This design comes from an exercise in tuning for small area on the open sky130 flow, not from production work. In this exercise RTL edits were held to simulation tests only and were not proved equivalent to the original. The flow treats the clock pin as an ideal source, which a real chip does not have. Power figures rest on the tool's default switching activity, not on a simulated workload.

==> design.v <==
module Core (clk, clr, rom_data, sram_data_in, io_owns_sram,
	rom_addr, rom_off, sram_req, we, sram_addr, write_data);
	input clk, clr;
	input [7:0] rom_data;
	input [7:0] sram_data_in;
	input io_owns_sram;
	output reg [17:0] rom_addr;
	output rom_off;           
	output sram_req, we;
	output [18:0] sram_addr;
	output [7:0] write_data;
	parameter LOAD = 5'd9;
	parameter STORE = 5'd10;
	parameter JS = 5'd30;
	parameter INC = 5'd31;
	parameter FETCH1 = 4'd0;
	parameter DECODE1 = 4'd1;
	parameter FETCH2 = 4'd2;
	parameter DECODE2 = 4'd3;
	parameter FETCH3 = 4'd4;
	parameter DECODE3 = 4'd5;
	parameter FETCH4 = 4'd6;
	parameter DECODE4 = 4'd7;
	parameter OPERATION = 4'd8;
	parameter BRANCH = 4'd9;
	parameter LOADSTATE = 4'd10;
	parameter LOADSTATE2 = 4'd11;
	parameter STORESTATE = 4'd12;
	parameter STORESTATE2 = 4'd13;
	reg [3:0] state;
	reg [4:0] OPCODE;
	reg [19:0] immd;
	reg [3:0] index;      
	reg neg_flag, zero_flag;
	reg same;             
	reg seq;              
	reg pc_in_immd;       
	wire fetch = ~state[3] & ~state[0];
	wire low_addr = immd[19:4] == 16'd0;
	wire rom_load = state == LOADSTATE & ~low_addr;
	wire [17:0] pc;
	wire [18:0] pc_c;
	assign pc_c[0] = seq;
	genvar i;
	generate
		for (i = 0; i < 18; i = i + 1) begin : pcinc
			assign pc[i] = rom_addr[i] ^ pc_c[i];
			assign pc_c[i+1] = rom_addr[i] & pc_c[i];
		end
	endgenerate
	wire is_inc = OPCODE == INC;
	wire is_shift = OPCODE[4:1] == 4'b0111;
	wire is_js = OPCODE == JS;
	wire is_mov = ~OPCODE[3] & OPCODE[2:0] == 3'd6;    
	wire is_reg_branch = OPCODE == 5'd7 || OPCODE == 5'd8 || OPCODE == 5'd11 ||
	                     OPCODE == 5'd12 || OPCODE == 5'd13;
	wire hi_from_rom = (OPCODE[4] & ~is_inc) | is_shift;
	wire [18:0] rdata;
	wire [3:0] read_index = (state == DECODE2) ?
		(is_reg_branch ? rom_data[7:4] : (is_inc ? 4'd0 : rom_data[3:0])) :
		(is_mov ? 4'd0 : index);
	wire sub = ~OPCODE[3] & (OPCODE[2:0] == 3'd1 || OPCODE[2:0] == 3'd2);
	wire [18:0] b = immd[18:0] ^ {19{sub}};
	wire [18:0] p = rdata ^ b;
	wire [18:0] g = rdata & b;
	wire [19:0] c;
	assign c[0] = sub | is_inc;
	generate
		for (i = 0; i < 19; i = i + 1) begin : carry
			assign c[i+1] = g[i] | (p[i] & c[i]);
		end
	endgenerate
	wire op_and = ~OPCODE[3] & OPCODE[2:0] == 3'd3;
	wire op_or = ~OPCODE[3] & OPCODE[2:0] == 3'd4;
	wire op_xor = ~OPCODE[3] & OPCODE[2:0] == 3'd5;
	wire [18:0] logic_r = ((p & {19{~op_and}}) | (g & {19{op_and | op_or}})) ^
	                      (c[18:0] & {19{~(op_and | op_or | op_xor)}});
	wire shr = OPCODE[0];
	wire [18:0] rrev, srev;
	wire [18:0] shl_in = shr ? rrev : rdata;
	wire [18:0] shl_out = shl_in << immd[19:16];
	generate
		for (i = 0; i < 19; i = i + 1) begin : rev
			assign rrev[i] = rdata[18-i];
			assign srev[i] = shl_out[18-i];
		end
	endgenerate
	wire [18:0] result = (OPCODE[3] & ~OPCODE[4]) ? (shr ? srev : shl_out) : logic_r;
	wire [7:0] load_byte = pc_in_immd ? rom_data : (io_owns_sram ? 8'd0 : sram_data_in);
	wire reg_we = (state == OPERATION && OPCODE[3:0] != 4'd2) ||
	              (state == BRANCH && is_js) || state == LOADSTATE2;
	wire [18:0] reg_wdata = (state == OPERATION) ? result :
	                        (state == BRANCH) ? {1'b0, pc} : {11'd0, load_byte};
	Register_File _RegisterFile(.clk(clk), .we(reg_we), .read_index(read_index),
		.write_index(index), .write_data(reg_wdata), .read_data(rdata));
	reg taken;
	always @(*) begin
		case (OPCODE)
			5'd7, 5'd28: taken = neg_flag;                   
			5'd8, 5'd29: taken = neg_flag | zero_flag;       
			5'd12, 5'd26: taken = zero_flag;                 
			5'd13, 5'd27: taken = ~zero_flag;                
			default: taken = 1'b1;                           
		endcase
	end
	assign rom_off = ~((~state[3] & state[0]) | (state == LOADSTATE2 & pc_in_immd));
	assign sram_req = (state == LOADSTATE & low_addr) | state == STORESTATE;
	assign we = state == STORESTATE;
	assign sram_addr = immd[18:0];
	assign write_data = rdata[7:0];
	always @(posedge clk or negedge clr) begin
		if (~clr) begin
			state <= FETCH1;
			rom_addr <= 18'd0;
			seq <= 1'b0;
			pc_in_immd <= 1'b0;
		end
		else begin
			seq <= 1'b1;
			if (fetch)
				rom_addr <= pc_in_immd ? immd[17:0] : pc;
			else if (rom_load)
				rom_addr <= immd[17:0];
			if (fetch)
				pc_in_immd <= 1'b0;
			else if (state == BRANCH)
				pc_in_immd <= taken;
			else if (state == LOADSTATE)
				pc_in_immd <= ~low_addr;
			if (fetch)
				state <= state + 1'b1;
			else case (state)
				DECODE1: state <= FETCH2;
				DECODE2: begin
					if (OPCODE == INC || OPCODE <= 5'd6 || is_shift)
						state <= OPERATION;
					else if (OPCODE[4])
						state <= FETCH3;
					else if (OPCODE == LOAD)
						state <= LOADSTATE;
					else if (OPCODE == STORE)
						state <= STORESTATE;
					else
						state <= BRANCH;
				end
				DECODE3: state <= FETCH4;
				DECODE4: begin
					if (OPCODE[3:0] <= 4'd6)
						state <= OPERATION;
					else if (OPCODE[3:0] == 4'd7)
						state <= LOADSTATE;
					else if (OPCODE[3:0] == 4'd8)
						state <= STORESTATE;
					else
						state <= BRANCH;
				end
				LOADSTATE: state <= LOADSTATE2;
				LOADSTATE2: state <= (~pc_in_immd & io_owns_sram) ? LOADSTATE : FETCH1;
				STORESTATE: state <= STORESTATE2;
				STORESTATE2: state <= io_owns_sram ? STORESTATE : FETCH1;
				default: state <= FETCH1;            
			endcase
		end
	end
	always @(posedge clk) begin
		case (state)
			DECODE1: OPCODE <= rom_data[7:3];
			DECODE2: begin
				index <= is_js ? 4'd3 : rom_data[7:4];
				same <= ~OPCODE[4] & (rom_data[7:4] == rom_data[3:0]);
				immd[19] <= hi_from_rom & rom_data[3];
				immd[18:16] <= hi_from_rom ? rom_data[2:0] : rdata[18:16];
				immd[15:0] <= rdata[15:0];
			end
			DECODE3: immd[15:8] <= rom_data;
			DECODE4: immd[7:0] <= rom_data;
			OPERATION: begin
				zero_flag <= result == 19'd0;
				neg_flag <= result[18];
			end
			LOADSTATE: begin
				if (~low_addr)
					immd[17:0] <= pc;               
			end
			LOADSTATE2: if (same & ~pc_in_immd) immd[3:0] <= 4'd0;
			default: ;
		endcase
	end
endmodule
module Register_File (clk, we, read_index, write_index, write_data, read_data);
	input clk, we;
	input [3:0] read_index, write_index;
	input [18:0] write_data;
	output reg [18:0] read_data;
	reg [18:0] r [1:15];
	genvar k;
	generate
		for (k = 1; k < 16; k = k + 1) begin : regs
			if (k >= 3 && k <= 5) begin : wide
				always @(posedge clk)
					if (we && write_index == k)
						r[k] <= write_data;
			end
			else begin : narrow
				always @(posedge clk)
					if (we && write_index == k)
						r[k][15:0] <= write_data[15:0];
			end
		end
	endgenerate
	always @(*) begin
		read_data = 19'd0;
		case (read_index)
			4'd1: read_data[15:0] = r[1][15:0];
			4'd2: read_data[15:0] = r[2][15:0];
			4'd3: read_data = r[3];
			4'd4: read_data = r[4];
			4'd5: read_data = r[5];
			4'd6: read_data[15:0] = r[6][15:0];
			4'd7: read_data[15:0] = r[7][15:0];
			4'd8: read_data[15:0] = r[8][15:0];
			4'd9: read_data[15:0] = r[9][15:0];
			4'd10: read_data[15:0] = r[10][15:0];
			4'd11: read_data[15:0] = r[11][15:0];
			4'd12: read_data[15:0] = r[12][15:0];
			4'd13: read_data[15:0] = r[13][15:0];
			4'd14: read_data[15:0] = r[14][15:0];
			4'd15: read_data[15:0] = r[15][15:0];
			default: read_data = 19'd0;
		endcase
	end
endmodule
module IOController (clk, clr, button, mem_data, req, we, addr, write_data, LED,
	audio_req, audio_addr, audio_done, start, stop_len);
	input clk, clr;
	input [7:0] button;
	input [7:0] mem_data;
	output req, we;
	output [18:0] addr;
	output [7:0] write_data;
	output LED;
	input audio_req;
	input [18:0] audio_addr;
	input audio_done;        
	output start;
	output reg [7:0] stop_len;
	parameter IDLE = 4'd0;
	parameter BUTTON6 = 4'd7;
	parameter BUTTON7 = 4'd8;
	parameter WAITCORE = 4'd9;
	parameter GETPOSITION = 4'd10;
	parameter STARTAUDIO = 4'd11;
	parameter WAITAUDIO = 4'd12;
	parameter ENDAUDIO = 4'd13;
	reg [3:0] state;
	reg [9:0] counter;       
	reg but8;
	wire [9:0] counter_inc;
	wire [10:0] cc;
	assign cc[0] = state == WAITCORE;
	genvar i;
	generate
		for (i = 0; i < 10; i = i + 1) begin : cinc
			assign counter_inc[i] = counter[i] ^ cc[i];
			assign cc[i+1] = counter[i] & cc[i];
		end
	endgenerate
	wire s_button = (state != IDLE) & (~state[3] | state == BUTTON7);
	wire s_waitcore = state == WAITCORE;
	wire s_getpos = state == GETPOSITION;
	wire s_waitaudio = state == WAITAUDIO;
	assign we = s_button;
	assign write_data = {5'd0, state[2:1], state[3] ? ~but8 : state[0]};
	assign req = s_button | s_getpos | (s_waitaudio & audio_req) | (s_waitcore & counter == 10'd0);
	assign addr = s_waitaudio ? audio_addr : {17'd0, state == BUTTON7, s_getpos};
	assign LED = s_waitcore;
	assign start = state == STARTAUDIO;
	always @(posedge clk or negedge clr) begin
		if (~clr) begin
			state <= IDLE;
			counter <= 10'd0;
			but8 <= 1'b0;
			stop_len <= 8'd0;
		end
		else begin
			counter <= counter_inc & {10{state != BUTTON6}};
			but8 <= but8 ^ (state == BUTTON7);
			case (state)
				IDLE: begin
					if (button[0]) state <= 4'd1;
					else if (button[1]) state <= 4'd2;
					else if (button[2]) state <= 4'd3;
					else if (button[3]) state <= 4'd4;
					else if (button[4]) state <= 4'd5;
					else if (button[5]) state <= 4'd6;
					else if (button[6]) state <= 4'd7;
					else if (button[7]) state <= BUTTON7;
				end
				BUTTON6: state <= GETPOSITION;
				BUTTON7: state <= IDLE;
				WAITCORE: state <= IDLE;
				GETPOSITION: state <= STARTAUDIO;
				STARTAUDIO: begin
					state <= WAITAUDIO;
					stop_len <= mem_data;
				end
				ENDAUDIO: state <= IDLE;
				WAITAUDIO: begin
					if (audio_done)
						state <= ENDAUDIO;
				end
				default: state <= WAITCORE;  
			endcase
		end
	end
endmodule
module MemoryController (clk, clr, sram_we, sram_addr, sram_data_in, sram_data_out, EN,
	core_sram_req, core_we, core_sram_addr, core_write_data,
	IO_req, IO_we, IO_addr, IO_write_data, IO_data, IO_ready);
	input clk, clr;
	output reg sram_we;
	output reg [18:0] sram_addr;
	input [7:0] sram_data_in;
	output reg [7:0] sram_data_out;
	output EN;
	input core_sram_req, core_we;
	input [18:0] core_sram_addr;
	input [7:0] core_write_data;
	input IO_req, IO_we;
	input [18:0] IO_addr;
	input [7:0] IO_write_data;
	output [7:0] IO_data;
	output IO_ready;
	reg own_io;           
	assign EN = ~sram_we;
	assign IO_ready = own_io;
	assign IO_data = (own_io & sram_we) ? sram_data_in : 8'd0;
	always @(posedge clk or negedge clr) begin
		if (~clr) begin
			own_io <= 1'b0;
			sram_we <= 1'b1;
			sram_addr <= 19'd0;
			sram_data_out <= 8'd0;
		end
		else begin
			own_io <= IO_req;
			if (IO_req) begin
				sram_addr <= IO_addr;
				sram_we <= ~IO_we;
				if (IO_we)
					sram_data_out <= IO_write_data;
			end
			else if (core_sram_req) begin
				sram_addr <= core_sram_addr;
				sram_we <= ~core_we;
				if (core_we)
					sram_data_out <= core_write_data;
			end
		end
	end
endmodule
module audioController (clk, clr, mem_data, data_ready, start, stop_len, addr, req, done, data);
	input clk, clr;
	input [7:0] mem_data;
	input data_ready;
	input start;
	input [7:0] stop_len;
	output reg [18:0] addr;
	output req;
	output done;
	output reg data;
	reg [7:0] len;           
	reg [2:0] bitCounter;
	reg [6:0] counter;
	reg [7:0] data_saved;
	wire [9:0] len3;
	wire [11:0] endpos;
	wire [10:0] c3;
	wire [12:0] bw;
	assign c3[0] = 1'b0;
	assign bw[0] = 1'b0;
	genvar i;
	generate
		for (i = 0; i < 10; i = i + 1) begin : times3
			wire x = (i < 8) ? len[i] : 1'b0;
			wire y = (i >= 1 && i < 9) ? len[i-1] : 1'b0;
			assign len3[i] = x ^ y ^ c3[i];
			assign c3[i+1] = (x & y) | (c3[i] & (x ^ y));
		end
		for (i = 0; i < 12; i = i + 1) begin : minus
			wire x = (i >= 7) ? len[i-7] : 1'b0;
			wire y = (i < 10) ? len3[i] : 1'b0;
			assign endpos[i] = x ^ y ^ bw[i];
			assign bw[i+1] = (~x & y) | (bw[i] & ~(x ^ y));
		end
	endgenerate
	wire [12:0] gt;
	assign gt[0] = |addr[6:0];
	generate
		for (i = 0; i < 12; i = i + 1) begin : cmp
			assign gt[i+1] = (addr[i+7] & ~endpos[i]) | (~(addr[i+7] ^ endpos[i]) & gt[i]);
		end
	endgenerate
	wire active = ~gt[12];
	wire [7:0] sample = data_ready ? mem_data : data_saved;
	wire run = ~start & active;
	wire bit_end = run & counter == 7'd78;
	wire [19:0] ac;
	wire [7:0] cc;
	assign ac[0] = bit_end & bitCounter == 3'd7;
	assign cc[0] = run;
	wire [18:0] addr_inc;
	wire [6:0] counter_inc;
	generate
		for (i = 0; i < 19; i = i + 1) begin : ainc
			assign addr_inc[i] = addr[i] ^ ac[i];
			assign ac[i+1] = addr[i] & ac[i];
		end
		for (i = 0; i < 7; i = i + 1) begin : cinc
			assign counter_inc[i] = counter[i] ^ cc[i];
			assign cc[i+1] = counter[i] & cc[i];
		end
	endgenerate
	assign req = (bitCounter == 3'd0) & active;
	always @(posedge clk or negedge clr) begin
		if (~clr) begin
			counter <= 7'd0;
			addr <= 19'd0;
			bitCounter <= 3'd0;
			len <= 8'd0;
			data <= 1'b0;
			data_saved <= 8'd0;
		end
		else begin
			addr <= addr_inc & {19{~start}};
			counter <= counter_inc & {7{~bit_end}};
			bitCounter <= bitCounter + bit_end;
			if (start)
				len <= stop_len;
			if (run)
				data_saved <= sample;
			if (bit_end)
				data <= sample[bitCounter];
		end
	end
	assign done = ~active;
endmodule
module top (input clk,
			input clr,
			input[7:0] sram_data_in,
			input[7:0] rom_data,
			output sram_we,
			output[18:0] sram_addr,
			output[7:0] sram_data_out,
			output rom_oe,
			output rom_ce,
			output[17:0] rom_addr,
			output EN,
			output LED,
			output sram_oe,
			output sram_ce,
			output sram_NC,
			output rom_pgm,
			output audio_stop,
			output audio_gain,
			output audio_NC,
			output audio_data,
			input[7:0] buttons
			);
	assign sram_oe = 1'b0;
	assign sram_ce = 1'b0;
	assign sram_NC = 1'b1;
	assign rom_pgm = 1'b1;
	assign audio_stop = 1'b0;
	assign audio_gain = 1'b0;
	assign audio_NC = 1'b0;
	assign rom_oe = rom_off;
	assign rom_ce = rom_off;
	wire core_sram_req, core_we, rom_off;
	wire [18:0] core_sram_addr;
	wire [7:0] core_write_data;
	wire IO_req, IO_we, IO_ready;
	wire [18:0] IO_addr;
	wire [7:0] IO_write_data, IO_data;
	wire start, audio_req, audio_done;
	wire [7:0] stop_len;
	wire [18:0] audio_addr;
	Core _Core(.clk(clk), .clr(clr),
		.rom_data(rom_data), .sram_data_in(sram_data_in), .io_owns_sram(IO_ready),
		.rom_addr(rom_addr), .rom_off(rom_off),
		.sram_req(core_sram_req), .we(core_we), .sram_addr(core_sram_addr),
		.write_data(core_write_data));
	MemoryController _MemoryController(.clk(clk), .clr(clr),
		.sram_we(sram_we), .sram_addr(sram_addr), .sram_data_in(sram_data_in),
		.sram_data_out(sram_data_out), .EN(EN),
		.core_sram_req(core_sram_req), .core_we(core_we), .core_sram_addr(core_sram_addr),
		.core_write_data(core_write_data),
		.IO_req(IO_req), .IO_we(IO_we), .IO_addr(IO_addr), .IO_write_data(IO_write_data),
		.IO_data(IO_data), .IO_ready(IO_ready));
	IOController _IOController(.clk(clk), .clr(clr), .button(buttons),
		.mem_data(IO_data), .req(IO_req), .we(IO_we), .addr(IO_addr),
		.write_data(IO_write_data), .LED(LED),
		.audio_req(audio_req), .audio_addr(audio_addr), .audio_done(audio_done),
		.start(start), .stop_len(stop_len));
	audioController _audioController(.clk(clk), .clr(clr),
		.mem_data(IO_data), .data_ready(IO_ready), .start(start), .stop_len(stop_len),
		.addr(audio_addr), .req(audio_req), .done(audio_done), .data(audio_data));
endmodule
==> flow/run.sh <==
#!/bin/bash
# Own layout flow: the standard flow (standard.sh, ORFS), with these changes:
#  - synthesis maps the logic with an area-oriented ABC script (flow/area.abc)
#    and leaves adders to ABC instead of extracting half/full adder cells;
#    registers, their names and cell types are the standard synthesis's
#    (ABC maps only combinational logic);
#  - port buffers are buf_1 cells;
#  - clock tree synthesis uses small clock buffers and no dummy loads.
# Each tool's output goes to flow.log here and to ORFS's own logs under orfs/logs.
set -euo pipefail
W=$PWD
{
	echo "proc abc {args} { set i [lsearch \$args -script]; lset args [expr {\$i + 1}] $W/flow/area.abc; yosys abc {*}\$args }"
	cat synth_recipe.tcl
} > my_synth.tcl
CTS="-sink_clustering_enable -repair_clock_nets -dont_use_dummy_load -buf_list sky130_fd_sc_hd__clkbuf_8 -sink_clustering_size 18 -sink_clustering_max_diameter 60"
sed -e "s#SYNTH_SCRIPT=[^ ]*#SYNTH_SCRIPT=$W/my_synth.tcl ADDER_MAP_FILE= SYNTH_INSBUF=0 'CTS_ARGS=$CTS' 'BUFFER_PORTS_ARGS=-buffer_cell sky130_fd_sc_hd__buf_1' PRE_FLOORPLAN_TCL=$W/flow/small_bufs.tcl PRE_GLOBAL_PLACE_TCL=$W/flow/small_bufs.tcl PRE_RESIZE_TCL=$W/flow/small_bufs.tcl PRE_CTS_TCL=$W/flow/small_bufs.tcl PRE_GLOBAL_ROUTE_TCL=$W/flow/small_bufs.tcl POST_CTS_TCL=$W/flow/recover.tcl#" standard.sh > my_standard.sh
grep -q "my_synth.tcl ADDER_MAP_FILE=" my_standard.sh
bash my_standard.sh finish > flow.log 2>&1
test -s out/final.def
==> flow/area.abc <==
strash
&get -n
&deepsyn -T 30
&put
dch -f
amap
mfs2
strash
dch -f
amap
topo
==> flow/recover.tcl <==
# Downsize cells off the critical paths, then legalize again.
estimate_parasitics -placement
repair_timing -recover_power 100
detailed_placement
check_placement -verbose
==> flow/small_bufs.tcl <==
# Repair buffers: the smaller sizes only.
set_dont_use {sky130_fd_sc_hd__buf_4 sky130_fd_sc_hd__buf_6 sky130_fd_sc_hd__buf_8 sky130_fd_sc_hd__buf_12 sky130_fd_sc_hd__buf_16 sky130_fd_sc_hd__bufbuf_8 sky130_fd_sc_hd__bufbuf_16}
==> standard.sh <==
#!/bin/bash
# synth_recipe.tcl (not shown) runs the flow's synth.tcl, then flattens the netlist and writes it again
# the make line also repeats each setting of config.mk as NAME=value (left out here)
make -C /OpenROAD-flow-scripts/flow DESIGN_CONFIG=/design/flow/config.mk WORK_HOME=/design/flow/orfs CLKGATE_MAP_FILE= SYNTH_SCRIPT=/design/flow/synth_recipe.tcl "${@:-finish}"
==> config.mk <==
export PLATFORM = sky130hd
export DESIGN_NAME = top
export DESIGN_NICKNAME = top
export VERILOG_FILES = /design/flow/design.v
export SDC_FILE = /design/flow/constraint.sdc
export NUM_CORES = 4
export LEC_CHECK = 0
export CAP_MARGIN = 20
export CORE_MARGIN = 2
export CORE_UTILIZATION = 60
export GPL_TIMING_DRIVEN = 0
export PLACE_DENSITY = 0.75
export SLEW_MARGIN = 20
==> constraint.sdc <==
create_clock -name core_clock -period 10.0 [get_ports {clk}]
set_input_delay 2.0000 -clock core_clock [delete_from_list [all_inputs] [get_ports {clk}]]
set_output_delay 2.0000 -clock core_clock [all_outputs]
set_load 0.01 [all_outputs]
==> reports/qor.csv, run 1 <==
stage,metric,value,unit
place,port_buffers,76,
global_route,overflow,0,
worst_setup_path,reg2reg_depth,39,
power,ir_worst_vdd,211,uV
worst_setup_path,critical_path_class,in2reg,
detailed_routing,vias_per_cell,6.90,
final_layout,drive_gt1_share,7.24,%
sta,timing.fmax,106,MHz
logic_synthesis,synth_edf_count,281,
detailed_routing,drt-total-wl,58.2,mm
logic_synthesis,synth_cells,1682,
global_route,grt_max_degree,33,
logic_synthesis,synthesis.area,0.0184,sq mm
final_layout,fin_cells,2260,
detailed_routing,routed.top_layer,met4,
cts,cts_sinks,403,
worst_setup_path,r2r-start,_Core.state[0]$_DFF_PN0_,
detailed_routing,dr_wl_met2,27.2,mm
cts,cts_tree,built,
place,gp_congestion,0.945,
cts,cts.clk_slew.worst_paths,0.09,ns
worst_setup_path,path_max_fanout,19,
detailed_routing,wl_met1,21.6,mm
place,place_ws,-1.33,ns
sta,worst_slew_pin_slew,1.12,ns
logic_synthesis,synth_most_common_cell,edfxtp_1,
logic_synthesis,avgSynthCellArea,10.9,sq um
global_route,grt_pass1_wl,85.7,mm
final_layout,layout.nets,1892,
final_layout,multi_input_area,0.00667,sq mm
worst_setup_path,r2r_end,_Core.zero_flag$_DFFE_PP_,
sta,finalSetupViolations,0,
power,leakagePower,0.00692,uW
worst_setup_path,cp.arrival,9.74,ns
worst_setup_path,cp_slowest_cell,nor2_4,
logic_synthesis,yosys_warnings,6,
global_route,antenna_found_initial,1,
floorplan,ios,84,
worst_setup_path,critical_path.top_delay_family,compound AO/OA/AOI/OAI gates,
logic_synthesis,synthTopCellsByArea,"edfxtp_1 46%, dfrtp_1 16%, nor2_1 4.4%",
detailed_routing,drtIter0Drc,2122,
floorplan,placement_rows,64,
final_layout,final_util,66.9,%
logic_synthesis,synth_top_area_share,45.8,%
logic_synthesis,synth_seq_area_share,62.4,%
sta,fin_worst_skew,0.110,ns
floorplan,fp.dieW,179,microns
floorplan,core_area,0.0304,sq mm
floorplan,die_h,179,microns
min_path,hold_depth,1,
logic_synthesis,ys_ff_latch,403,
logic_synthesis,synth_cell_types,50,
final_layout,syn2layout_area_growth,10.6,%
place,post-dp-hpwl,40.9,mm
worst_setup_path,cp-end-kind,flip-flop,
detailed_routing,dr.pass1.iters,6,
detailed_routing,wl_met3,6.06,mm
detailed_routing,via_count,15600,
detailed_routing,wl_per_cell,25.7,microns
floorplan,start_util,60.5,%
final_layout,fill_cells,2325,
worst_setup_path,worst_setup_path_start_kind,input port,
logic_synthesis,async_flop_share,30.3,%
sta,finalCritPeriodShare,94.0,%
worst_setup_path,worst-path-buf-inv,3,
sta,maxSlewHeadroom,24.9,%
worst_setup_path,cp.required,10.34,ns
place,numPlacedInstances,2216,
floorplan,die_area,0.0321,sq mm
worst_setup_path,r2r_slack,0.65,ns
global_route,grt_pass1_vias,14600,
min_path,hold_end,_audioController.counter[6]$_DFF_PN0_,
sta,maxSlewViolCount,0,
logic_synthesis,synth_commonest_cells,"281 x edfxtp_1, 214 x nor2_1, 162 x clkinv_1",
power,powerDensity,335,mW/mm^2
detailed_routing,detail-route-antenna-nets,0,
sta,fin_ws,0.600,ns
min_path,hold_path_startpoint,_audioController.counter[6]$_DFF_PN0_,
sta,finalHoldViolCount,0,
job,drv_cap,0,
final_layout,regArea,0.0115,sq mm
sta,period_minus_slack,9.40,ns
worst_setup_path,critPathMaxStageDelay,0.73,ns
global_route,track_usage,36.2,%
worst_setup_path,cpMostUsedCell,a22oi_1,
detailed_routing,drc_errors,0,
cts,clk_latency,0.60,ns
final_layout,diodes,0,
run_status,status,timing/DRC/antenna clean,
min_path,hold_class,reg2reg,
logic_synthesis,synth_area_leader_cell,edfxtp_1,
logic_synthesis,synth_ff_type,edfxtp_1,
-- sequential cells by signal, indices dropped and copies added (netlist names), 7 cells and up --
register and flops:
_audioController.counter 7, _MemoryController.sram_addr 19, _audioController.addr 19, _Core._RegisterFile.r 249, _Core.immd 20, _audioController.len 8, _IOController.counter 10, _audioController.data_saved 8
_IOController.stop_len 8, _Core.rom_addr 18, _MemoryController.sram_data_out 8
-- placed cells by master (no fill, tap or decap), drive strengths merged, types with 14 or more instances in the layout --
cell      n
nor2    214
o21ai   141
clkinv  161
dfrtp   121
a221oi   14
edfxtp  281
a21oi    83
a222oi   48
clkbuf   69
a22oi    60
buf     107
o221ai   26
a31oi    26
nand4    17
nand3    28
or2      20
nor3     40
o22ai    99
a211oi   15
nand2   146
-- cell type report --
type | instances | area share [%]
sequential | 403 | 56.4
timing repair buffer | 141 | 2.99
multi-input combinational | 1123 | 32.8
clock buffer | 35 | 2.37
inverter | 162 | 3.00
tap | 396 | 2.43
-- kinds of logic (layout without fill, tap and decap cells) --
| kind of cell | after synthesis | count (layout) | synth area share [%] |
|---|---|---|---|
| AOI/OAI and AO/OA | 599 | 599 | 22.0 |
| other | 2 | 8 | 0.0408 |
| DFF | 403 | 403 | 62.4 |
| and+or+nand+nor | 516 | 516 | 12.2 |
| buffers and inverters | 162 | 338 | 3.30 |
-- how the worst max path moves through the flow --
stage                                          from                                     end  slack (ns)  depth (start not counted)
final                                   rom_data[0]               _Core.zero_flag$_DFFE_PP_        0.60                         31
after global routing       _Core.state[0]$_DFF_PN0_               _Core.zero_flag$_DFFE_PP_       -0.05                         39
after detailed placement  _Core.OPCODE[0]$_DFFE_PP_  _Core._RegisterFile.r[2][15]$_DFFE_PP_       -1.33                         33
after global placement    _Core.OPCODE[0]$_DFFE_PP_               _Core.zero_flag$_DFFE_PP_       -3.37                         32
after floorplan           _Core.OPCODE[0]$_DFFE_PP_               _Core.zero_flag$_DFFE_PP_        1.54                         35
-- worst register-to-register path: cells and delay by family, from the launching register on --
| family | cells | cell delay, ns |
|---|---|---|
| AND/OR/NAND/NOR | 10 | 2.00 |
| AO/OA/AOI/OAI | 23 | 5.44 |
| flip-flops | 1 | 0.50 |
| buffers and inverters | 6 | 1.20 |
-- layer usage --
metal  vias up  global-route usage [%]
met4         0                    18.9
met1      7498                    46.9
met2       960                    58.9
met3       215                    6.09
met5         -                       0
li1       6927                       -
-- report_power, final --
| part | switching (uW) | internal [uW] | total, uW |
|---|---|---|---|
| Combinational | 2450 | 1100 | 3550 |
| Sequential | 240 | 2210 | 2450 |
| Clock | 510 | 315 | 825 |
-- per-stage QoR --
stage	TNS (ns)	total power (uW)	hold slack, ns	cell area [sq um]
6_report	0	6830	0.499	20400
5_1_grt	-0.0472	7190	0.524	20400
3_5_place_dp	-67.01	5860	0.480	19800
3_3_place_gp	-612.69	5680	0.464	19200
2_1_floorplan	0	4610	0.448	18400
==> run 2, diff against run 1 <==
==> flow/run.sh (replaced) <==
#!/bin/bash
# Own layout flow: the standard flow (standard.sh, ORFS) with these changes:
#  - synthesis maps the logic with an area-oriented ABC script (flow/area.abc)
#    and leaves adders to ABC instead of extracting half/full adder cells;
#    registers, their names and cell types are the standard synthesis's
#    (ABC maps only combinational logic); no pass-through output buffers;
#  - port buffers are buf_1 cells, and repair buffers the smaller sizes
#    (flow/small_bufs.tcl);
#  - clock tree synthesis uses clkbuf_8 cells on clusters of at most 18
#    flip-flops, and no dummy loads;
#  - after clock tree synthesis, cells off the critical paths are downsized
#    (flow/recover.tcl).
# make's output goes to flow.log here; ORFS keeps each step's log under orfs/logs.
set -euo pipefail
W=$PWD
{
	echo "proc abc {args} { set i [lsearch \$args -script]; lset args [expr {\$i + 1}] $W/flow/area.abc; yosys abc {*}\$args }"
	cat synth_recipe.tcl
} > my_synth.tcl
CTS="-sink_clustering_enable -repair_clock_nets -dont_use_dummy_load -buf_list sky130_fd_sc_hd__clkbuf_8 -sink_clustering_size 18 -sink_clustering_max_diameter 80"
sed -e "s#SYNTH_SCRIPT=[^ ]*#SYNTH_SCRIPT=$W/my_synth.tcl ADDER_MAP_FILE= SYNTH_INSBUF=0 'CTS_ARGS=$CTS' 'BUFFER_PORTS_ARGS=-buffer_cell sky130_fd_sc_hd__buf_1' PRE_FLOORPLAN_TCL=$W/flow/small_bufs.tcl PRE_GLOBAL_PLACE_TCL=$W/flow/small_bufs.tcl PRE_RESIZE_TCL=$W/flow/small_bufs.tcl PRE_CTS_TCL=$W/flow/small_bufs.tcl PRE_GLOBAL_ROUTE_TCL=$W/flow/small_bufs.tcl POST_CTS_TCL=$W/flow/recover.tcl#" standard.sh > my_standard.sh
grep -q "my_synth.tcl ADDER_MAP_FILE=" my_standard.sh
bash my_standard.sh finish > flow.log 2>&1
test -s out/final.def
==> reports/qor.csv, run 2 <==
stage,metric,value,unit,change
run_status,status,timing/DRC/antenna clean,,
place,port_buffers,76,,unchanged
logic_synthesis,synth_seq_area_share,62.4,%,unchanged
cts,cts.clk_slew.worst_paths,0.11,ns,+0.02 ns
logic_synthesis,synthesis.area,0.0184,sq mm,unchanged
sta,timing.fmax,106,MHz,-0.20%
sta,finalHoldViolCount,0,,unchanged
place,numPlacedInstances,2216,,unchanged
cts,cts_tree,built,,
worst_setup_path,cp.arrival,9.77,ns,+0.03 ns
worst_setup_path,critical_path_class,in2reg,,
detailed_routing,drt-total-wl,57.4,mm,-1.4%
final_layout,regArea,0.0115,sq mm,unchanged
job,drv_cap,0,,unchanged
sta,finalSetupViolations,0,,unchanged
final_layout,largest_reg_flops,249,,unchanged
logic_synthesis,ys_ff_latch,403,,unchanged
logic_synthesis,synthTopCellsByArea,"edfxtp_1 46%, dfrtp_1 16%, nor2_1 4.4%",,
logic_synthesis,synth_commonest_cells,"281 x edfxtp_1, 214 x nor2_1, 162 x clkinv_1",,
detailed_routing,dr.pass1.iters,8,,+2
floorplan,fp.dieW,179,microns,unchanged
floorplan,ios,84,,unchanged
worst_setup_path,cpMostUsedCell,a22oi_1,,
sta,fin_worst_skew,0.0843,ns,-0.0262 ns
detailed_routing,wl_per_cell,25.5,microns,-1.1%
floorplan,placement_rows,64,,unchanged
power,powerDensity,332,mW/mm^2,-1.0%
global_route,grt_pass1_vias,14500,,-0.86%
final_layout,final_cell_mix,"281 x edfxtp_1, 197 x nor2_1, 160 x clkinv_1, 144 x nand2_1, 137 x o21ai_0",,
sta,maxSlewHeadroom,24.3,%,-0.56 points
power,leakagePower,0.00687,uW,-0.67%
final_layout,diodes,0,,unchanged
detailed_routing,detail-route-antenna-nets,0,,unchanged
logic_synthesis,synth_ff_type,edfxtp_1,,
detailed_routing,vias_per_cell,6.86,,-0.61%
logic_synthesis,synth_cells,1682,,unchanged
global_route,grt_pass1_wl,84.8,mm,-1.0%
sta,period_minus_slack,9.42,ns,+0.0187 ns
cts,clk_latency,0.64,ns,+0.04 ns
floorplan,die_h,179,microns,unchanged
worst_setup_path,cp_slowest_cell,nor2_4,,
worst_setup_path,worst_setup_path_start_kind,input port,,
logic_synthesis,synth_area_leader_cell,edfxtp_1,,
detailed_routing,via_count,15500,,-0.92%
final_layout,fill_cells,2351,,+1.1%
cts,cts_sinks,403,,unchanged
final_layout,fin_cells,2253,,-0.31%
logic_synthesis,synth_top_area_share,45.8,%,unchanged
final_layout,design_area,0.0203,sq mm,-0.50%
global_route,track_usage,35.7,%,-0.50 points
logic_synthesis,yosys_warnings,6,,unchanged
logic_synthesis,synth_edf_count,281,,unchanged
final_layout,syn2layout_area_growth,10.0,%,
worst_setup_path,path_max_fanout,19,,unchanged
final_layout,reg_top3,"_Core._RegisterFile.r x249, _Core.immd x20",,
worst_setup_path,cp.required,10.35,ns,about the same
floorplan,die_area,0.0321,sq mm,unchanged
sta,holdWs,0.502,ns,+0.00318 ns
logic_synthesis,avgSynthCellArea,10.9,sq um,unchanged
detailed_routing,drtIter0Drc,1960,,-7.6%
final_layout,final_util,66.6,%,-0.34 points
final_layout,mostFrequentLayoutCell,edfxtp_1,,
power,ir_worst_vdd,186,uV,-12%
global_route,overflow,0,,unchanged
detailed_routing,drc_errors,0,,unchanged
place,post-dp-hpwl,40.9,mm,unchanged
final_layout,layout.nets,1885,,-0.37%
min_path,hold_class,reg2reg,,
floorplan,start_util,60.5,%,unchanged
floorplan,core_area,0.0304,sq mm,unchanged
final_layout,regMostFlops,_Core._RegisterFile.r,,
logic_synthesis,async_flop_share,30.3,%,unchanged
global_route,grt_max_degree,33,,unchanged
worst_setup_path,cp-end-kind,flip-flop,,
global_route,antenna_found_initial,0,,-1
place,gp_congestion,0.945,,unchanged
worst_setup_path,critPathMaxStageDelay,0.74,ns,about the same
sta,maxSlewViolCount,0,,unchanged
logic_synthesis,synth_most_common_cell,edfxtp_1,,
logic_synthesis,synth_cell_types,50,,unchanged
final_layout,drive_gt1_share,6.89,%,-0.35 points
sta,worst_slew_pin_slew,1.13,ns,+0.00839 ns
place,place_area,0.0198,sq mm,unchanged
sta,finalCritPeriodShare,94.2,%,+0.19 points
final_layout,multi_input_area,0.00667,sq mm,about the same
sta,setup_tns,0,ns,unchanged
[run 2: area by class of cell]
| class | count | area share [%] |
|---|---|---|
| Sequential cell | 403 | 56.7 |
| Multi-Input combinational cell | 1123 | 32.9 |
| Timing Repair Buffer | 142 | 3.04 |
| Inverter | 162 | 3.02 |
| Tap cell | 396 | 2.45 |
| Clock buffer | 27 | 1.83 |
[run 2: worst max-delay path, delay by kind of cell]
kind | cells | cell delay, ns
AO/OA/AOI/OAI | 21 | 4.99
AND/OR/NAND/NOR | 7 | 2.02
buffers and inverters | 3 | 0.76
[run 2: where the power goes]
group	leakage, uW	internal [uW]	switching [uW]
Sequential	0.00412	2210	237
Clock	0.000194	242	486
Combinational	0.00256	1100	2450
[run 2: cell families after synthesis]
| kind of cell | synth area share, % |
|---|---|
| buf+inv | 3.30 |
| other cells | 0.0408 |
| flops | 62.4 |
| simple gates | 12.2 |
| compound gates | 22.0 |
[run 2: layer usage]
layer  vias up  part of all wire, %  wire (microns)  global-route usage, %
li1       6909                    -               -                      -
met1      7421                   38           21700                   46.7
met2       931                   47           26800                   58.3
met3       196                  9.8            5620                   5.53
met4         0                  5.6            3230                   18.0
met5         -                    0               0                      0
[run 2: path summary, 6_finish.rpt]
kind / end / cells after the start / slack, ns / start
worst max-delay path: _Core.zero_flag$_DFFE_PP_ / 31 / 0.58 / rom_data[0]
worst min-delay path: _audioController.counter[6]$_DFF_PN0_ / 1 / 0.50 / _audioController.counter[6]$_DFF_PN0_
worst max register to register: _Core.zero_flag$_DFFE_PP_ / 39 / 0.59 / _Core.state[0]$_DFF_PN0_
worst min register to register: _audioController.counter[6]$_DFF_PN0_ / 1 / 0.50 / _audioController.counter[6]$_DFF_PN0_
max in group asynchronous: _MemoryController.sram_addr[14]$_DFFE_PN0P_ / 4 / 7.28 / clr
min in group asynchronous: _audioController.counter[6]$_DFF_PN0_ / 1 / 1.34 / clr
[run 2: per-stage QoR]
step                      worst slack, ns  power [uW]
final                               0.581        6720
after global placement              -3.37        5680
after detailed placement            -1.33        5860
after floorplan                      1.54        4610
after global routing              -0.0127        7090
==> run 3, diff against run 2 <==
--- a/flow/run.sh
+++ b/flow/run.sh
@@ -18,5 +18,5 @@
 	cat synth_recipe.tcl
 } > my_synth.tcl
-CTS="-sink_clustering_enable -repair_clock_nets -dont_use_dummy_load -buf_list sky130_fd_sc_hd__clkbuf_8 -sink_clustering_size 18 -sink_clustering_max_diameter 80"
+CTS="-sink_clustering_enable -repair_clock_nets -dont_use_dummy_load -buf_list sky130_fd_sc_hd__clkbuf_8 -tree_buf sky130_fd_sc_hd__clkbuf_4 -root_buf sky130_fd_sc_hd__clkbuf_4 -sink_clustering_size 18 -sink_clustering_max_diameter 60"
 sed -e "s#SYNTH_SCRIPT=[^ ]*#SYNTH_SCRIPT=$W/my_synth.tcl ADDER_MAP_FILE= SYNTH_INSBUF=0 'CTS_ARGS=$CTS' 'BUFFER_PORTS_ARGS=-buffer_cell sky130_fd_sc_hd__buf_1' PRE_FLOORPLAN_TCL=$W/flow/small_bufs.tcl PRE_GLOBAL_PLACE_TCL=$W/flow/small_bufs.tcl PRE_RESIZE_TCL=$W/flow/small_bufs.tcl PRE_CTS_TCL=$W/flow/small_bufs.tcl PRE_GLOBAL_ROUTE_TCL=$W/flow/small_bufs.tcl POST_CTS_TCL=$W/flow/recover.tcl#" standard.sh > my_standard.sh
 grep -q "my_synth.tcl ADDER_MAP_FILE=" my_standard.sh
==> reports/qor.csv, run 3 <==
stage,metric,value,unit,change
logic_synthesis,ys_ff_latch,403,,unchanged
logic_synthesis,synth_top_area_share,45.8,%,unchanged
power,power_frac_clock,11.7,%,+0.9 points
job,drv_cap,0,,unchanged
logic_synthesis,synth_edf_count,281,,unchanged
floorplan,fp.dieW,179,microns,unchanged
floorplan,placement_rows,64,,unchanged
power,switchingPower,3210,uW,+1.3%
logic_synthesis,synth_seq_area_share,62.4,%,unchanged
cts,cts.clk_slew.worst_paths,0.09,ns,-0.02 ns
logic_synthesis,synth_ff_type,edfxtp_1,,
run_status,status,timing/DRC/antenna clean,,
final_layout,final_cell_mix,"281 x edfxtp_1, 196 x nor2_1, 160 x clkinv_1, 144 x nand2_1, 137 x o21ai_0",,
worst_setup_path,critical_path_class,reg2reg,,
global_route,antenna_found_initial,1,,+1
global_route,overflow,0,,unchanged
logic_synthesis,yosys_warnings,6,,unchanged
final_layout,drive_gt1_share,7.19,%,+0.30 points
final_layout,reg_top3,"_Core._RegisterFile.r x249, _Core.immd x20",,
sta,setup_tns,0,ns,unchanged
detailed_routing,detail-route-antenna-nets,0,,unchanged
floorplan,core_area,0.0304,sq mm,unchanged
global_route,grt_pass1_wl,85.9,mm,+1.2%
power,powerDensity,335,mW/mm^2,+0.94%
final_layout,mostFrequentLayoutCell,edfxtp_1,,
logic_synthesis,synth_cells,1682,,unchanged
sta,worst_slew_pin_slew,1.14,ns,+0.00857 ns
worst_setup_path,worst_setup_path_start_kind,flip-flop,,
logic_synthesis,avgSynthCellArea,10.9,sq um,unchanged
floorplan,die_area,0.0321,sq mm,unchanged
global_route,track_usage,36.3,%,+0.56 points
worst_setup_path,cp_slowest_cell,dfrtp_2,,
power,ir_worst_vdd,213,uV,+15%
sta,maxSlewViolCount,0,,unchanged
sta,timing.fmax,107,MHz,+1.3%
sta,finalHoldViolCount,0,,unchanged
power,p_int,3600,uW,+1.3%
worst_setup_path,cp.arrival,9.80,ns,+0.03 ns
min_path,hold_class,reg2reg,,
detailed_routing,via_count,15600,,+1.1%
floorplan,die_h,179,microns,unchanged
final_layout,syn2layout_area_growth,10.5,%,
global_route,grt_max_degree,33,,unchanged
place,post-dp-hpwl,40.9,mm,unchanged
logic_synthesis,synth_area_leader_cell,edfxtp_1,,
worst_setup_path,cp.depth,40,,+29%
worst_setup_path,path_max_fanout,9,,-10
final_layout,fill_cells,2329,,-0.94%
floorplan,ios,84,,unchanged
place,place_area,0.0198,sq mm,unchanged
detailed_routing,wl_per_cell,25.8,microns,+1.3%
place,port_buffers,76,,unchanged
final_layout,layout.nets,1892,,+0.37%
worst_setup_path,worst-path-buf-inv,7,,+4
detailed_routing,vias_per_cell,6.91,,+0.76%
detailed_routing,drtIter0Drc,2042,,+4.2%
sta,fin_worst_skew,0.153,ns,+0.0691 ns
sta,rsz0062_at_grt,false,,
sta,finalSetupViolations,0,,unchanged
floorplan,start_util,60.5,%,unchanged
final_layout,design_area,0.0203,sq mm,+0.38%
worst_setup_path,critPathMaxStageDelay,0.50,ns,-0.24 ns
sta,period_minus_slack,9.30,ns,-0.116 ns
logic_synthesis,synthTopCellsByArea,"edfxtp_1 46%, dfrtp_1 16%, nor2_1 4.4%",,
detailed_routing,dr.pass1.iters,9,,+1
worst_setup_path,cp.required,10.50,ns,+0.15 ns
detailed_routing,drc_errors,0,,unchanged
sta,maxSlewHeadroom,23.7,%,-0.57 points
power,switching_share,47.2,%,about the same
place,gp_congestion,0.945,,unchanged
logic_synthesis,synth_cell_types,50,,unchanged
final_layout,regArea,0.0115,sq mm,unchanged
min_path,hold_depth,1,,unchanged
sta,holdWs,0.499,ns,-0.00293 ns
final_layout,largest_reg_flops,249,,unchanged
worst_setup_path,cp-end-kind,flip-flop,,
power,p_seq_share,35.9,%,-0.5 points
sta,finalCritPeriodShare,93.0,%,-1.2 points
final_layout,multi_input_area,0.00668,sq mm,about the same
power,leakagePower,0.00690,uW,+0.47%
detailed_routing,drt-total-wl,58.3,mm,+1.6%
logic_synthesis,synthesis.area,0.0184,sq mm,unchanged
logic_synthesis,synth_most_common_cell,edfxtp_1,,
logic_synthesis,synth_commonest_cells,"281 x edfxtp_1, 214 x nor2_1, 162 x clkinv_1",,
worst_setup_path,cpMostUsedCell,a22oi_1,,
cts,cts_tree,built,,
worst_setup_path,critical_path.top_delay_family,compound AO/OA/AOI/OAI gates,,
final_layout,regMostFlops,_Core._RegisterFile.r,,
cts,cts_sinks,403,,unchanged
logic_synthesis,async_flop_share,30.3,%,unchanged
global_route,grt_pass1_vias,14700,,+1.1%
power,finalPower,6810,uW,+1.3%
worst_setup_path,reg2reg_depth,40,,+2.6%
power,combPwrFrac,52.3,%,-0.5 points
cts,clk_latency,0.76,ns,+0.12 ns
[run 3: per-stage QoR]
step                      utilization [%]  setup slack (ns)  instances
after global routing                 66.8            0.0469       2261
final                                66.8             0.697       2261
after global placement               63.2             -3.37       2160
after detailed placement             64.9             -1.33       2216
after floorplan                         -              1.54       1688
[run 3: worst paths after layout]
check	to	from	slack, ns
worst max-delay path	_Core.zero_flag$_DFFE_PP_	_Core.state[0]$_DFF_PN0_	0.70
worst min-delay path	_audioController.counter[6]$_DFF_PN0_	_audioController.counter[6]$_DFF_PN0_	0.50
worst max register to register	_Core.zero_flag$_DFFE_PP_	_Core.state[0]$_DFF_PN0_	0.70
worst min register to register	_audioController.counter[6]$_DFF_PN0_	_audioController.counter[6]$_DFF_PN0_	0.50
max in group asynchronous	_MemoryController.sram_addr[14]$_DFFE_PN0P_	clr	7.28
min in group asynchronous	_IOController.stop_len[5]$_DFFE_PN0P_	clr	1.25
[run 3: layout make-up]
cell class | count | share of cell area, %
flip-flops and latches | 403 | 56.5
multi-input cells | 1123 | 32.8
inverters | 162 | 3.01
repair buffers | 141 | 2.99
well taps | 396 | 2.44
clock buffers | 35 | 2.21
diodes | 1 | 0.0123
[run 3: kinds of logic after synthesis]
kind of cell	Yosys count	share of synthesized area [%]
AO/OA/AOI/OAI	599	22.0
AND/OR/NAND/NOR	516	12.2
flip-flops	403	62.4
buffers and inverters	162	3.30
other	2	0.0408
[run 3: power by group through the flow]
| stage | Clock, uW | Combinational (uW) | Sequential (uW) |
|---|---|---|---|
| after floorplan | 0 | 2170 | 2440 |
| after global placement | 0 | 3200 | 2470 |
| after detailed placement | 0 | 3380 | 2480 |
| after global routing | 851 | 3840 | 2480 |
| final | 800 | 3560 | 2450 |
[run 3: layer usage]
metal	share of wire, %	up-vias	track usage [%]	routed length, microns
met3	11	203	6.40	6220
li1	-	6937	-	-
met4	5.6	0	19.1	3250
met1	37	7504	46.9	21500
met2	47	986	58.9	27300
met5	0	-	0	0
==> run 4, diff against run 3 <==
--- a/flow/run.sh
+++ b/flow/run.sh
@@ -18,5 +18,5 @@
 	cat synth_recipe.tcl
 } > my_synth.tcl
-CTS="-sink_clustering_enable -repair_clock_nets -dont_use_dummy_load -buf_list sky130_fd_sc_hd__clkbuf_8 -tree_buf sky130_fd_sc_hd__clkbuf_4 -root_buf sky130_fd_sc_hd__clkbuf_4 -sink_clustering_size 18 -sink_clustering_max_diameter 60"
+CTS="-sink_clustering_enable -repair_clock_nets -dont_use_dummy_load -buf_list sky130_fd_sc_hd__clkbuf_8 -sink_clustering_size 18 -sink_clustering_max_diameter 70"
 sed -e "s#SYNTH_SCRIPT=[^ ]*#SYNTH_SCRIPT=$W/my_synth.tcl ADDER_MAP_FILE= SYNTH_INSBUF=0 'CTS_ARGS=$CTS' 'BUFFER_PORTS_ARGS=-buffer_cell sky130_fd_sc_hd__buf_1' PRE_FLOORPLAN_TCL=$W/flow/small_bufs.tcl PRE_GLOBAL_PLACE_TCL=$W/flow/small_bufs.tcl PRE_RESIZE_TCL=$W/flow/small_bufs.tcl PRE_CTS_TCL=$W/flow/small_bufs.tcl PRE_GLOBAL_ROUTE_TCL=$W/flow/small_bufs.tcl POST_CTS_TCL=$W/flow/recover.tcl#" standard.sh > my_standard.sh
 grep -q "my_synth.tcl ADDER_MAP_FILE=" my_standard.sh
==> reports/qor.csv, run 4 <==
stage,metric,value,unit,change
run_status,status,timing/DRC/antenna clean,,
logic_synthesis,synth_area_leader_cell,edfxtp_1,,
worst_setup_path,cp.arrival,9.71,ns,-0.09 ns
detailed_routing,via_count,15500,,-0.58%
floorplan,fp.dieW,179,microns,unchanged
floorplan,core_area,0.0304,sq mm,unchanged
final_layout,drive_gt1_share,6.84,%,-0.35 points
logic_synthesis,synth_most_common_cell,edfxtp_1,,
sta,finalSetupViolations,0,,unchanged
sta,fin_ws,0.628,ns,-0.0690 ns
detailed_routing,wl_per_cell,25.6,microns,-0.78%
place,place_ws,-1.33,ns,unchanged
power,combPwrFrac,52.7,%,+0.4 points
power,power_frac_clock,11.0,%,-0.7 points
logic_synthesis,synth_ff_type,edfxtp_1,,
final_layout,largest_reg_flops,249,,unchanged
logic_synthesis,synthesis.area,0.0184,sq mm,unchanged
worst_setup_path,worst_setup_path_start_kind,input port,,
floorplan,die_area,0.0321,sq mm,unchanged
sta,maxSlewViolCount,0,,unchanged
logic_synthesis,yosys_warnings,6,,unchanged
logic_synthesis,async_flop_share,30.3,%,unchanged
detailed_routing,drc_errors,0,,unchanged
logic_synthesis,synth_commonest_cells,"281 x edfxtp_1, 214 x nor2_1, 162 x clkinv_1",,
detailed_routing,dr.pass1.iters,6,,-3
detailed_routing,detail-route-antenna-nets,0,,unchanged
floorplan,die_h,179,microns,unchanged
floorplan,ios,84,,unchanged
job,drv_cap,0,,unchanged
place,gp_congestion,0.945,,unchanged
logic_synthesis,avgSynthCellArea,10.9,sq um,unchanged
global_route,antenna_found_initial,0,,-1
detailed_routing,vias_per_cell,6.89,,-0.27%
power,switching_share,47.1,%,-0.10 points
power,powerDensity,332,mW/mm^2,-0.88%
worst_setup_path,cpMostUsedCell,a22oi_1,,
cts,cts.clk_slew.worst_paths,0.11,ns,+0.02 ns
power,switchingPower,3170,uW,-1.4%
worst_setup_path,critPathMaxStageDelay,0.73,ns,+0.23 ns
floorplan,start_util,60.5,%,unchanged
sta,period_minus_slack,9.37,ns,+0.0690 ns
detailed_routing,drtIter0Drc,1978,,-3.1%
sta,worst_slew_pin_slew,1.10,ns,-0.0420 ns
global_route,grt_pass1_wl,85.1,mm,-0.93%
min_path,hold_class,reg2reg,,
logic_synthesis,synth_seq_area_share,62.4,%,unchanged
worst_setup_path,path_max_fanout,19,,+10
sta,fin_worst_skew,0.0930,ns,-0.0605 ns
place,post-dp-hpwl,40.9,mm,unchanged
logic_synthesis,ys_ff_latch,403,,unchanged
final_layout,layout.nets,1886,,-0.32%
sta,finalCritPeriodShare,93.7,%,+0.69 points
logic_synthesis,synthTopCellsByArea,"edfxtp_1 46%, dfrtp_1 16%, nor2_1 4.4%",,
power,p_int,3560,uW,-1.0%
global_route,overflow,0,,unchanged
sta,maxSlewHeadroom,26.5,%,+2.8 points
final_layout,reg_top3,"_Core._RegisterFile.r x249, _Core.immd x20",,
logic_synthesis,synth_edf_count,281,,unchanged
floorplan,placement_rows,64,,unchanged
cts,cts_sinks,403,,unchanged
logic_synthesis,synth_cells,1682,,unchanged
power,ir_worst_vdd,187,uV,-12%
detailed_routing,drt-total-wl,57.7,mm,-1.1%
sta,timing.fmax,107,MHz,-0.74%
final_layout,final_cell_mix,"281 x edfxtp_1, 197 x nor2_1, 160 x clkinv_1, 144 x nand2_1, 137 x o21ai_0",,
worst_setup_path,cp_slowest_cell,nor2_4,,
global_route,track_usage,35.8,%,-0.49 points
power,leakagePower,0.00687,uW,-0.48%
cts,clk_latency,0.64,ns,-0.12 ns
worst_setup_path,critical_path_class,in2reg,,
final_layout,mostFrequentLayoutCell,edfxtp_1,,
logic_synthesis,synth_top_area_share,45.8,%,unchanged
sta,holdWs,0.498,ns,-0.00173 ns
place,port_buffers,76,,unchanged
worst_setup_path,cp.required,10.34,ns,-0.16 ns
worst_setup_path,cp-end-kind,flip-flop,,
global_route,grt_pass1_vias,14500,,-1.4%
power,p_seq_share,36.3,%,+0.4 points
sta,finalHoldViolCount,0,,unchanged
final_layout,syn2layout_area_growth,10.1,%,
global_route,grt_max_degree,33,,unchanged
final_layout,regMostFlops,_Core._RegisterFile.r,,
logic_synthesis,synth_cell_types,50,,unchanged
cts,cts_tree,built,,
final_layout,diodes,0,,-1
power,finalPower,6730,uW,-1.2%
run 4: cell counts after synthesis:
Identical to the previous run, type by type.
run 4: metal layers:
metal  part of all wire, %  GRT usage, %  vias to the layer above  routed length [microns]
li1                      -             -                     6917                        -
met1                    38          47.0                     7541                    21900
met2                    47          58.4                      887                    27100
met3                   9.5          5.34                      194                     5500
met4                   5.5          17.9                        0                     3150
met5                     0             0                        -                        0
run 4: logic make-up (layout without fill, tap and decap cells):
logic type | after synthesis | in the layout | share of synthesized area, %
AO/OA/AOI/OAI | 599 | 599 | 22.0
buffers and inverters | 162 | 332 | 3.30
flip-flops | 403 | 403 | 62.4
other | 2 | 8 | 0.0408
AND/OR/NAND/NOR | 516 | 516 | 12.2
run 4: worst max-delay path: cells and delay by family:
family	cells	cell delay, ns
simple gates	7	2.02
buf+inv	3	0.75
compound gates	21	4.92
run 4: metrics by stage:
step	std cells	util [%]	setup TNS (ns)	area, sq um
finish	2254	66.6	0	20300
global placement	2160	63.2	-612.69	19200
detailed placement	2216	64.9	-67.01	19800
global route	2254	66.6	-0.0404	20300
floorplan	1688	-	0	18400
run 4: final timing paths:
path                                                            start                                     endpoint  slack (ns)  cells after the start
worst max-delay path                                      rom_data[0]                    _Core.zero_flag$_DFFE_PP_        0.63                     31
worst min-delay path            _audioController.counter[6]$_DFF_PN0_        _audioController.counter[6]$_DFF_PN0_        0.50                      1
worst max register to register               _Core.state[0]$_DFF_PN0_                    _Core.zero_flag$_DFFE_PP_        0.65                     39
worst min register to register  _audioController.counter[6]$_DFF_PN0_        _audioController.counter[6]$_DFF_PN0_        0.50                      1
max in group asynchronous                                         clr  _MemoryController.sram_addr[14]$_DFFE_PN0P_        7.24                      4
min in group asynchronous                                         clr        _audioController.counter[6]$_DFF_PN0_        1.35                      1
run 4: cell type report:
type                            count  area [sq um]
Multi-Input combinational cell   1123          6670
Clock buffer                       28           385
Sequential cell                   403         11500
Tap cell                          396           495
Fill cell                        2352         10200
Inverter                          162           612
Timing Repair Buffer              142           617
run 4: power groups by stage:
stage | Sequential (uW) | Clock (uW) | Combinational (uW)
after detailed placement | 2480 | 0 | 3380
after floorplan | 2440 | 0 | 2170
final | 2450 | 738 | 3550
after global routing | 2480 | 795 | 3830
after global placement | 2470 | 0 | 3200
==> run 5, diff against run 4 <==
--- a/flow/run.sh
+++ b/flow/run.sh
@@ -18,5 +18,5 @@
 	cat synth_recipe.tcl
 } > my_synth.tcl
-CTS="-sink_clustering_enable -repair_clock_nets -dont_use_dummy_load -buf_list sky130_fd_sc_hd__clkbuf_8 -sink_clustering_size 18 -sink_clustering_max_diameter 70"
+CTS="-sink_clustering_enable -repair_clock_nets -dont_use_dummy_load -buf_list sky130_fd_sc_hd__clkbuf_8 -tree_buf sky130_fd_sc_hd__clkbuf_4 -root_buf sky130_fd_sc_hd__clkbuf_4 -sink_clustering_size 18 -sink_clustering_max_diameter 80"
 sed -e "s#SYNTH_SCRIPT=[^ ]*#SYNTH_SCRIPT=$W/my_synth.tcl ADDER_MAP_FILE= SYNTH_INSBUF=0 'CTS_ARGS=$CTS' 'BUFFER_PORTS_ARGS=-buffer_cell sky130_fd_sc_hd__buf_1' PRE_FLOORPLAN_TCL=$W/flow/small_bufs.tcl PRE_GLOBAL_PLACE_TCL=$W/flow/small_bufs.tcl PRE_RESIZE_TCL=$W/flow/small_bufs.tcl PRE_CTS_TCL=$W/flow/small_bufs.tcl PRE_GLOBAL_ROUTE_TCL=$W/flow/small_bufs.tcl POST_CTS_TCL=$W/flow/recover.tcl#" standard.sh > my_standard.sh
 grep -q "my_synth.tcl ADDER_MAP_FILE=" my_standard.sh
==> reports/qor.csv, run 5 <==
stage,metric,value,unit,change
power,p_seq_share,36.4,%,about the same
worst_setup_path,cp_slowest_cell,dfrtp_2,,
power,leakagePower,0.00687,uW,about the same
detailed_routing,via_count,15500,,-0.21%
power,powerDensity,331,mW/mm^2,-0.28%
place,port_buffers,76,,unchanged
logic_synthesis,synth_most_common_cell,edfxtp_1,,
sta,rsz0062_at_grt,false,,
logic_synthesis,synth_cell_types,50,,unchanged
logic_synthesis,synthTopCellsByArea,"edfxtp_1 46%, dfrtp_1 16%, nor2_1 4.4%",,
sta,worst_slew_pin_slew,1.14,ns,+0.0404 ns
sta,finalHoldViolCount,0,,unchanged
global_route,grt_pass1_wl,84.9,mm,-0.24%
detailed_routing,wl_per_cell,25.4,microns,-0.55%
sta,setup_tns,0,ns,unchanged
worst_setup_path,cp.required,10.51,ns,+0.17 ns
floorplan,fp.dieW,179,microns,unchanged
global_route,grt_max_degree,33,,unchanged
logic_synthesis,synth_edf_count,281,,unchanged
logic_synthesis,async_flop_share,30.3,%,unchanged
final_layout,reg_top3,"_Core._RegisterFile.r x249, _Core.immd x20",,
global_route,overflow,0,,unchanged
sta,finalSetupViolations,0,,unchanged
logic_synthesis,synth_xor_area_share,0,%,unchanged
global_route,grt_use_met1,47.0,%,about the same
place,post-dp-hpwl,40.9,mm,unchanged
worst_setup_path,cp-end-kind,flip-flop,,
floorplan,core_area,0.0304,sq mm,unchanged
floorplan,placement_rows,64,,unchanged
worst_setup_path,worst_setup_path_start_kind,flip-flop,,
power,switching_share,47.2,%,+0.16 points
detailed_routing,dr.pass1.iters,9,,+3
cts,cts_sinks,403,,unchanged
worst_setup_path,critPathMaxStageDelay,0.51,ns,-0.22 ns
floorplan,ios,84,,unchanged
detailed_routing,drc_errors,0,,unchanged
cts,cts.clk_slew.worst_paths,0.11,ns,about the same
logic_synthesis,synthesis.area,0.0184,sq mm,unchanged
global_route,top_usage_layer,met2,,
sta,maxSlewViolCount,0,,unchanged
place,gp_congestion,0.945,,unchanged
worst_setup_path,critical_path_class,reg2reg,,
logic_synthesis,synth_seq_area_share,62.4,%,unchanged
logic_synthesis,ys_ff_latch,403,,unchanged
final_layout,drive_gt1_share,6.94,%,+0.10 points
global_route,use_met2,58.9,%,+0.51 points
sta,timing.fmax,107,MHz,about the same
worst_setup_path,path_max_fanout,9,,-10
logic_synthesis,synth_compound_area_share,22.0,%,unchanged
sta,fin_worst_skew,0.108,ns,+0.0153 ns
cts,clk_latency,0.83,ns,+0.19 ns
final_layout,fill_cells,2354,,+0.085%
final_layout,regArea,0.0115,sq mm,unchanged
final_layout,regMostFlops,_Core._RegisterFile.r,,
floorplan,die_area,0.0321,sq mm,unchanged
final_layout,final_cell_mix,"281 x edfxtp_1, 198 x nor2_1, 159 x clkinv_1, 144 x nand2_1, 137 x o21ai_0",,
power,combPwrFrac,52.9,%,+0.2 points
global_route,track_usage,35.7,%,-0.084 points
logic_synthesis,yosys.area_share.simple,12.2,%,unchanged
logic_synthesis,avgSynthCellArea,10.9,sq um,unchanged
final_layout,syn2layout_area_growth,9.94,%,
sta,period_minus_slack,9.38,ns,+0.00887 ns
logic_synthesis,yosys_warnings,6,,unchanged
run_status,status,timing/DRC/antenna clean,,
sta,finalCritPeriodShare,93.8,%,about the same
detailed_routing,vias_per_cell,6.87,,-0.30%
logic_synthesis,synth_fa_ha_area_share,0,%,unchanged
detailed_routing,drtIter0Drc,2037,,+3.0%
detailed_routing,drt-total-wl,57.4,mm,-0.46%
logic_synthesis,synth_top_family_by_area,compound AO/OA/AOI/OAI gates,,
sta,maxSlewHeadroom,23.8,%,-2.7 points
global_route,grtUsageMet3,5.26,%,-0.085 points
final_layout,layout.nets,1887,,+0.053%
logic_synthesis,synth_top_area_share,45.8,%,unchanged
logic_synthesis,synthMuxAreaShare,0,%,unchanged
final_layout,mostFrequentLayoutCell,edfxtp_1,,
logic_synthesis,synth_cells,1682,,unchanged
floorplan,die_h,179,microns,unchanged
final_layout,multi_input_area,0.00666,sq mm,about the same
worst_setup_path,cpMostUsedCell,a22oi_1,,
floorplan,start_util,60.5,%,unchanged
power,switchingPower,3160,uW,about the same
job,drv_cap,0,,unchanged
logic_synthesis,synth_ff_type,edfxtp_1,,
power,power_frac_clock,10.7,%,-0.3 points
final_layout,design_area,0.0202,sq mm,-0.13%
final_layout,largest_reg_flops,249,,unchanged
global_route,grt_pass1_vias,14500,,+0.041%
logic_synthesis,synth_area_leader_cell,edfxtp_1,,
worst_setup_path,cp.arrival,9.89,ns,+0.18 ns
power,ir_worst_vdd,186,uV,-0.83%
final_layout,final_util,66.5,%,-0.086 points
min_path,hold_class,reg2reg,,
cts,cts_tree,built,,
detailed_routing,detail-route-antenna-nets,0,,unchanged
logic_synthesis,synth_commonest_cells,"281 x edfxtp_1, 214 x nor2_1, 162 x clkinv_1",,
place,place_area,0.0198,sq mm,unchanged
power,p_int,3540,uW,-0.70%
global_route,antenna_found_initial,1,,+1
power,finalPower,6700,uW,-0.41%
run 5: worst paths after layout:
| check | from | endpoint | slack, ns | depth (start not counted) |
|---|---|---|---|---|
| max | _Core.state[0]$_DFF_PN0_ | _Core.zero_flag$_DFFE_PP_ | 0.62 | 40 |
| max in group asynchronous | clr | _MemoryController.sram_addr[14]$_DFFE_PN0P_ | 7.44 | 4 |
| min in group asynchronous | clr | _Core.rom_addr[3]$_DFFE_PN0P_ | 1.17 | 1 |
| min | _audioController.counter[6]$_DFF_PN0_ | _audioController.counter[6]$_DFF_PN0_ | 0.50 | 1 |
| max reg2reg | _Core.state[0]$_DFF_PN0_ | _Core.zero_flag$_DFFE_PP_ | 0.62 | 40 |
| min reg2reg | _audioController.counter[6]$_DFF_PN0_ | _audioController.counter[6]$_DFF_PN0_ | 0.50 | 1 |
run 5: metal layers:
layer / up-vias / routed length, microns
li1: 6919 / -
met1: 7454 / 21200
met2: 950 / 27100
met3: 183 / 6180
met4: 0 / 2960
met5: - / 0
run 5: area by class of cell:
type                            instances  area share, %
Multi-Input combinational cell       1123           32.9
Timing Repair Buffer                  144           3.08
Tap cell                              396           2.45
Antenna cell                            1         0.0124
Sequential cell                       403           56.8
Clock buffer                           27           1.74
Inverter                              162           3.02
run 5: worst max-delay path: cells and delay by family, from the launching register on:
family / cells / cell delay (ns)
flip-flops: 1 / 0.51
AND/OR/NAND/NOR: 10 / 1.97
AO/OA/AOI/OAI: 23 / 5.22
buffers and inverters: 7 / 1.39
run 5: cells by family (layout without fill, tap and decap cells):
group,after synthesis,count (layout)
AND/OR/NAND/NOR,516,516
other,2,9
AO/OA/AOI/OAI,599,599
buffers and inverters,162,333
flip-flops,403,403
run 5: power groups by stage:
stage | combinational, uW | clock [uW] | sequential, uW
final | 3550 | 714 | 2440
after global routing | 3830 | 763 | 2480
after global placement | 3200 | 0 | 2470
after floorplan | 2170 | 0 | 2440
after detailed placement | 3380 | 0 | 2480
run 5: per-stage QoR:
step                      hold slack (ns)  std cells  setup WS (ns)
final                               0.503       2256          0.619
after global routing                0.539       2256         0.0108
after detailed placement            0.480       2216          -1.33
after global placement              0.464       2160          -3.37
after floorplan                     0.448       1688           1.54

[separate check: timing with driven ports]
No port has a modelled driver above. Below, the same layouts with a new extraction and two added sets of constraints. Step 1 (the two cells are an assumption about what drives the block):
set clk [get_ports {clk}]
set_driving_cell -lib_cell sky130_fd_sc_hd__clkbuf_16 $clk
set_driving_cell -lib_cell sky130_fd_sc_hd__buf_2 [delete_from_list [all_inputs] $clk]
Step 2 times the ports against the registers' clock, not the clock port: input delays grow and output delays shrink by t, the midpoint of the rising clock arrivals with the driver on. Slacks: ideal / step 1 / step 2; pairs: ideal / step 1.
run | t, ns | slack for setup (ns) | hold WS [ns] | worst slew at a driven data input, ns
run 1 | 0.599 | 0.600 / 0.581 / -0.018 | 0.499 / 0.499 / 0.499 | 0.06
run 2 | 0.654 | 0.581 / 0.563 / -0.091 | 0.502 / 0.502 / 0.502 | 0.07
run 3 | 0.728 | 0.697 / 0.697 / 0.018 | 0.499 / 0.499 / 0.499 | 0.07
run 4 | 0.647 | 0.628 / 0.617 / -0.031 | 0.498 / 0.498 / 0.498 | 0.06
run 5 | 0.822 | 0.619 / 0.619 / -0.043 | 0.503 / 0.503 / 0.503 | 0.07
Met with ideal ports but missed after step 2: setup timing in run 1, run 2, run 4 and run 5. The setup slack of run 3, which loses most, moves by 0.000 ns with the drivers and by -0.679 ns with both steps.
